From an optimization exercise on the open Yosys and OpenROAD flow, aimed at small area and a short achievable clock period; shortcuts taken in it are not production practice. The RTL was checked by simulation tests, not by an equivalence proof against the original design. The flow treats the clock pin as an ideal source. Dropping or thinning the clock tree relies on that and would not hold on a real chip. Power is estimated from default activity; no workload was simulated.

==> job 2276 <==
## fir_filter
module fir_filter (
    data_in, data_out, clk, rst
);
    output [17:0] data_out;
    input  [7:0]  data_in;
    input         clk, rst;
    wire [7:0] d = data_in;
    reg  [7:0]  x1n;
    reg  [7:0]  x2;
    reg  [7:0]  x3n;
    reg  [7:0]  x4;
    reg  [7:0]  x5n;
    reg  [7:0]  x6;
    reg  [7:0]  x7;
    reg  [17:0] s;
    wire p1, p2;
    fa u_p1 (.a(x2[0]), .b(x4[0]), .c(x6[0]), .s(p1), .co(p2));
    wire p3, p4;
    fa u_p3 (.a(x7[0]), .b(p1), .c(d[0]), .s(p3), .co(p4));
    wire p5, p6;
    fa u_p5 (.a(x2[1]), .b(x4[1]), .c(x6[1]), .s(p5), .co(p6));
    wire p7, p8;
    fa u_p7 (.a(x7[1]), .b(p2), .c(p5), .s(p7), .co(p8));
    wire p9, p10;
    fa u_p9 (.a(p7), .b(d[1]), .c(p4), .s(p9), .co(p10));
    wire p11, p12;
    fa u_p11 (.a(x2[2]), .b(x4[2]), .c(x6[2]), .s(p11), .co(p12));
    wire p13, p14;
    fa u_p13 (.a(x7[2]), .b(p6), .c(p11), .s(p13), .co(p14));
    wire p15, p16;
    fa u_p15 (.a(p8), .b(p13), .c(d[2]), .s(p15), .co(p16));
    wire p17, p18;
    fa u_p17 (.a(x2[3]), .b(x4[3]), .c(x6[3]), .s(p17), .co(p18));
    wire p19, p20;
    fa u_p19 (.a(x7[3]), .b(p12), .c(p17), .s(p19), .co(p20));
    wire p21, p22;
    fa u_p21 (.a(p14), .b(p19), .c(d[3]), .s(p21), .co(p22));
    wire p23, p24;
    fa u_p23 (.a(x2[4]), .b(x4[4]), .c(x6[4]), .s(p23), .co(p24));
    wire p25, p26;
    fa u_p25 (.a(x7[4]), .b(p18), .c(p23), .s(p25), .co(p26));
    wire p27, p28;
    fa u_p27 (.a(p20), .b(p25), .c(d[4]), .s(p27), .co(p28));
    wire p29, p30;
    fa u_p29 (.a(x2[5]), .b(x4[5]), .c(x6[5]), .s(p29), .co(p30));
    wire p31, p32;
  ...
Settings: LEC_CHECK=0, CAP_MARGIN=20, CORE_MARGIN=2, CORE_UTILIZATION=58, SETUP_SLACK_MARGIN=3.7, SLEW_MARGIN=20, SYNTH_HIERARCHICAL=1; clock period 11.0 ns.
standard.sh (not shown) runs the stock make flow with config.mk's settings and CLKGATE_MAP_FILE= SYNTH_SCRIPT=/design/flow/synth_recipe.tcl, a recipe that flattens the netlist after the stock synthesis.
==> flow/flow/run.sh <==
#!/bin/bash
# Layout flow: the standard ORFS flow (standard.sh, unchanged synthesis),
# with two layout settings changed:
#  - ports are buffered with the smallest buffer (repair_timing upsizes the
#    ones on critical paths) instead of the delay cell buffer_ports picks;
#  - clock tree synthesis without dummy loads.
# Each tool's output is in this folder's orfs/logs; the make output is in
# flow.log.
set -euo pipefail
export BUFFER_PORTS_ARGS="-buffer_cell sky130_fd_sc_hd__buf_1"
export CTS_ARGS="-sink_clustering_enable -repair_clock_nets -dont_use_dummy_load -buf_list {sky130_fd_sc_hd__clkbuf_8}"
bash standard.sh finish > flow.log 2>&1
==> job 7105: changes against job 2276 <==
==> flow/flow/run.sh (replaced) <==
#!/bin/bash
# Layout flow: the standard ORFS flow (standard.sh, unchanged synthesis),
# with these layout changes:
#  - ports are buffered with the smallest buffer (repair_timing upsizes the
#    ones on critical paths) instead of the delay cell buffer_ports picks;
#  - the clock tree is a root buffer and four leaf buffers (flow/cts_tree.tcl,
#    sourced before the CTS step) instead of TritonCTS's 9-buffer H-tree.
# Each tool's output is in this folder's orfs/logs; the make output is in
# flow.log.
set -euo pipefail
here=$(cd "$(dirname "$0")" && pwd)
export BUFFER_PORTS_ARGS="-buffer_cell sky130_fd_sc_hd__buf_1"
export PRE_CTS_TCL="$here/cts_tree.tcl"
export CTS_NLEAF=4
export CTS_ROOT_CELL=sky130_fd_sc_hd__clkbuf_8
export CTS_LEAF_CELL=sky130_fd_sc_hd__clkbuf_8
bash standard.sh finish > flow.log 2>&1
==> flow/flow/cts_tree.tcl (new file) <==
# Sourced before clock tree synthesis (PRE_CTS_TCL). Replaces TritonCTS with a
# small two-level clock tree: the clock port drives one root buffer, which
# drives NLEAF leaf buffers; the flip-flops are split by position (recursive
# bisection) into NLEAF equal groups, each driven by the leaf buffer placed at the group's centroid.
# All flip-flops sit at the same depth (root + one leaf), so the tree adds no
# deliberate skew.
proc clock_tree_synthesis { args } {
  set nleaf $::env(CTS_NLEAF)
  set db [ord::get_db]
  set block [ord::get_db_block]
  set clk_net [$block findNet clk]
  set leafm [$db findMaster $::env(CTS_LEAF_CELL)]
  set rootm [$db findMaster $::env(CTS_ROOT_CELL)]
  set sinks {}
  foreach it [$clk_net getITerms] {
    set loc [[$it getInst] getLocation]
    lappend sinks [list $it [lindex $loc 0] [lindex $loc 1]]
  }
  set n [llength $sinks]
  # recursive bisection (alternately by x and y) into nleaf groups of
  # (nearly) equal size; nleaf is a power of two
  set groups [list $sinks]
  set axis 1
  while {[llength $groups] < $nleaf} {
    set next {}
    foreach grp $groups {
      set grp [lsort -integer -index $axis $grp]
      set h [expr {[llength $grp] / 2}]
      lappend next [lrange $grp 0 [expr {$h - 1}]] [lrange $grp $h end]
    }
    set groups $next
    set axis [expr {3 - $axis}]
  }
  set sx 0; set sy 0
  foreach s $sinks { incr sx [lindex $s 1]; incr sy [lindex $s 2] }
  set root [odb::dbInst_create $block $rootm clkroot]
  $root setLocation [expr {$sx / $n}] [expr {$sy / $n}]
  $root setPlacementStatus PLACED
  set rootnet [odb::dbNet_create $block clknet_root]
  $rootnet setSigType CLOCK
  [$root findITerm A] connect $clk_net
  [$root findITerm X] connect $rootnet
  set g 0
  foreach grp $groups {
    set gx 0; set gy 0
    foreach s $grp { incr gx [lindex $s 1]; incr gy [lindex $s 2] }
    set m [llength $grp]
    set leaf [odb::dbInst_create $block $leafm clkleaf_$g]
    $leaf setLocation [expr {$gx / $m}] [expr {$gy / $m}]
    $leaf setPlacementStatus PLACED
    set net [odb::dbNet_create $block clknet_leaf_$g]
    $net setSigType CLOCK
    [$leaf findITerm A] connect $rootnet
    [$leaf findITerm X] connect $net
    foreach s $grp {
      set it [lindex $s 0]
      $it disconnect
      $it connect $net
    }
    incr g
  }
  $clk_net setSigType CLOCK
  puts "clock tree: root [$rootm getName], $nleaf leaves [$leafm getName], $n sinks"
  set_propagated_clock [all_clocks]
}
==> job 9787: changes against job 2276 <==
==> flow/flow/run.sh (replaced) <==
#!/bin/bash
# Layout flow: the standard ORFS flow (standard.sh, unchanged synthesis),
# with these layout changes:
#  - ports are buffered with the smallest buffer (repair_timing upsizes the
#    ones on critical paths) instead of the delay cell buffer_ports picks;
#  - the clock tree is a root buffer and four leaf buffers (flow/cts_tree.tcl,
#    sourced before the CTS step) instead of TritonCTS's 9-buffer H-tree.
# Each tool's output is in this folder's orfs/logs; the make output is in
# flow.log.
set -euo pipefail
here=$(cd "$(dirname "$0")" && pwd)
export BUFFER_PORTS_ARGS="-buffer_cell sky130_fd_sc_hd__buf_1"
export PRE_CTS_TCL="$here/cts_tree.tcl"
export CTS_NLEAF=4
export CTS_ROOT_CELL=sky130_fd_sc_hd__clkbuf_8
export CTS_LEAF_CELL=sky130_fd_sc_hd__clkbuf_8
bash standard.sh finish > flow.log 2>&1
==> flow/flow/cts_tree.tcl (new file) <==
# Sourced before clock tree synthesis (PRE_CTS_TCL). Replaces TritonCTS with a
# small two-level clock tree: the clock port drives one root buffer, which
# drives NLEAF leaf buffers; the flip-flops are split by position (recursive
# bisection) into NLEAF equal groups, each driven by the leaf buffer placed at the group's centroid.
# All flip-flops sit at the same depth (root + one leaf), so the tree adds no
# deliberate skew.
proc clock_tree_synthesis { args } {
  set nleaf $::env(CTS_NLEAF)
  set db [ord::get_db]
  set block [ord::get_db_block]
  set clk_net [$block findNet clk]
  set leafm [$db findMaster $::env(CTS_LEAF_CELL)]
  set rootm [$db findMaster $::env(CTS_ROOT_CELL)]
  set sinks {}
  foreach it [$clk_net getITerms] {
    set loc [[$it getInst] getLocation]
    lappend sinks [list $it [lindex $loc 0] [lindex $loc 1]]
  }
  set n [llength $sinks]
  # recursive bisection (alternately by x and y) into nleaf groups of
  # (nearly) equal size; nleaf is a power of two
  set groups [list $sinks]
  set axis 1
  while {[llength $groups] < $nleaf} {
    set next {}
    foreach grp $groups {
      set grp [lsort -integer -index $axis $grp]
      set h [expr {[llength $grp] / 2}]
      lappend next [lrange $grp 0 [expr {$h - 1}]] [lrange $grp $h end]
    }
    set groups $next
    set axis [expr {3 - $axis}]
  }
  set sx 0; set sy 0
  foreach s $sinks { incr sx [lindex $s 1]; incr sy [lindex $s 2] }
  set root [odb::dbInst_create $block $rootm clkroot]
  $root setLocation [expr {$sx / $n}] [expr {$sy / $n}]
  $root setPlacementStatus PLACED
  set rootnet [odb::dbNet_create $block clknet_root]
  $rootnet setSigType CLOCK
  [$root findITerm A] connect $clk_net
  [$root findITerm X] connect $rootnet
  set g 0
  foreach grp $groups {
    set gx 0; set gy 0
    foreach s $grp { incr gx [lindex $s 1]; incr gy [lindex $s 2] }
    set m [llength $grp]
    set leaf [odb::dbInst_create $block $leafm clkleaf_$g]
    $leaf setLocation [expr {$gx / $m}] [expr {$gy / $m}]
    $leaf setPlacementStatus PLACED
    set net [odb::dbNet_create $block clknet_leaf_$g]
    $net setSigType CLOCK
    [$leaf findITerm A] connect $rootnet
    [$leaf findITerm X] connect $net
    foreach s $grp {
      set it [lindex $s 0]
      $it disconnect
      $it connect $net
    }
    incr g
  }
  $clk_net setSigType CLOCK
  puts "clock tree: root [$rootm getName], $nleaf leaves [$leafm getName], $n sinks"
  set_propagated_clock [all_clocks]
}
- CORE_UTILIZATION: 58 -> 62
==> comparison table <==
item	job 9787	job 7105	job 2276
Status	timing/DRC/antenna clean	timing/DRC/antenna clean	timing/DRC/antenna clean
Met3 track demand over resource in global routing	1.37%	1.10%	4.23%
Buffers & Inverters on Critical Path	2	3	3
Total Wirelength	7870 µm	7960 µm	8000 µm
Nets@finish	552	551	555
Crit path setup slack, layout	3830 ps	3810 ps	3800 ps
Final critical path time including I/O delays and setup	7170 ps	7190 ps	7200 ps
Sink of the worst hold path	x6[4]	x6[7]	x2[1]
CTS-repair resized insts	24	22	22
Layout Skew	9.56 ps	14.8 ps	22.7 ps
Leak Pwr	0.00236 µW	0.00235 µW	0.00238 µW
First-pass GRT wire length	13900 µm	13700 µm	13800 µm
Core Area	7730 µm²	8220 µm²	8220 µm²
Sw frac	41.0%	41.2%	40.7%
Worst setup path end	data_out[15]	data_out[13]	data_out[13]
Worst vdd ir	0.197 mV	0.134 mV	0.133 mV
Transition time of the tightest slew-check pin	1020 ps	919 ps	921 ps
Iter 0 DRT Violations	54	34	49
Detailed-routing wirelength on met1	3500 µm	3480 µm	3400 µm
Number of filler cells placed in the layout	601	663	651
The clock cells of job 7105 and job 9787 come from the design's own scripts or RTL, not from TritonCTS.

[port drivers added, routing unchanged]
The flow's constraints put no driver on any port. The routed layouts listed below were extracted and timed again, unchanged, in two steps.
Step 1 (the two cells are an assumption about what drives the block):
set clk [get_ports {clk}]
set_driving_cell -lib_cell sky130_fd_sc_hd__clkbuf_16 $clk
set_driving_cell -lib_cell sky130_fd_sc_hd__buf_2 [delete_from_list [all_inputs] $clk]
Step 2 moves the port delays by t, midway between the first and last clock arrival at a register: inputs arrive t later, outputs are due t later. That takes back most of the time a late clock gives input paths.
Three values: no drivers, after step 1, after step 2; two values: the first two.
run	t, ns	slack for setup (ns)	worst setup path after step 2
job 2276	0.363	3.801 / 3.771 / 3.650	input to register
job 7105	0.358	3.811 / 3.781 / 3.671	input to register
job 9787	0.368	3.832 / 3.801 / 3.635	input to register
After both steps setup and hold are still met in every run listed. The setup slack of job 9787, which loses most, moves by -0.031 ns with the drivers and by -0.197 ns with both steps.
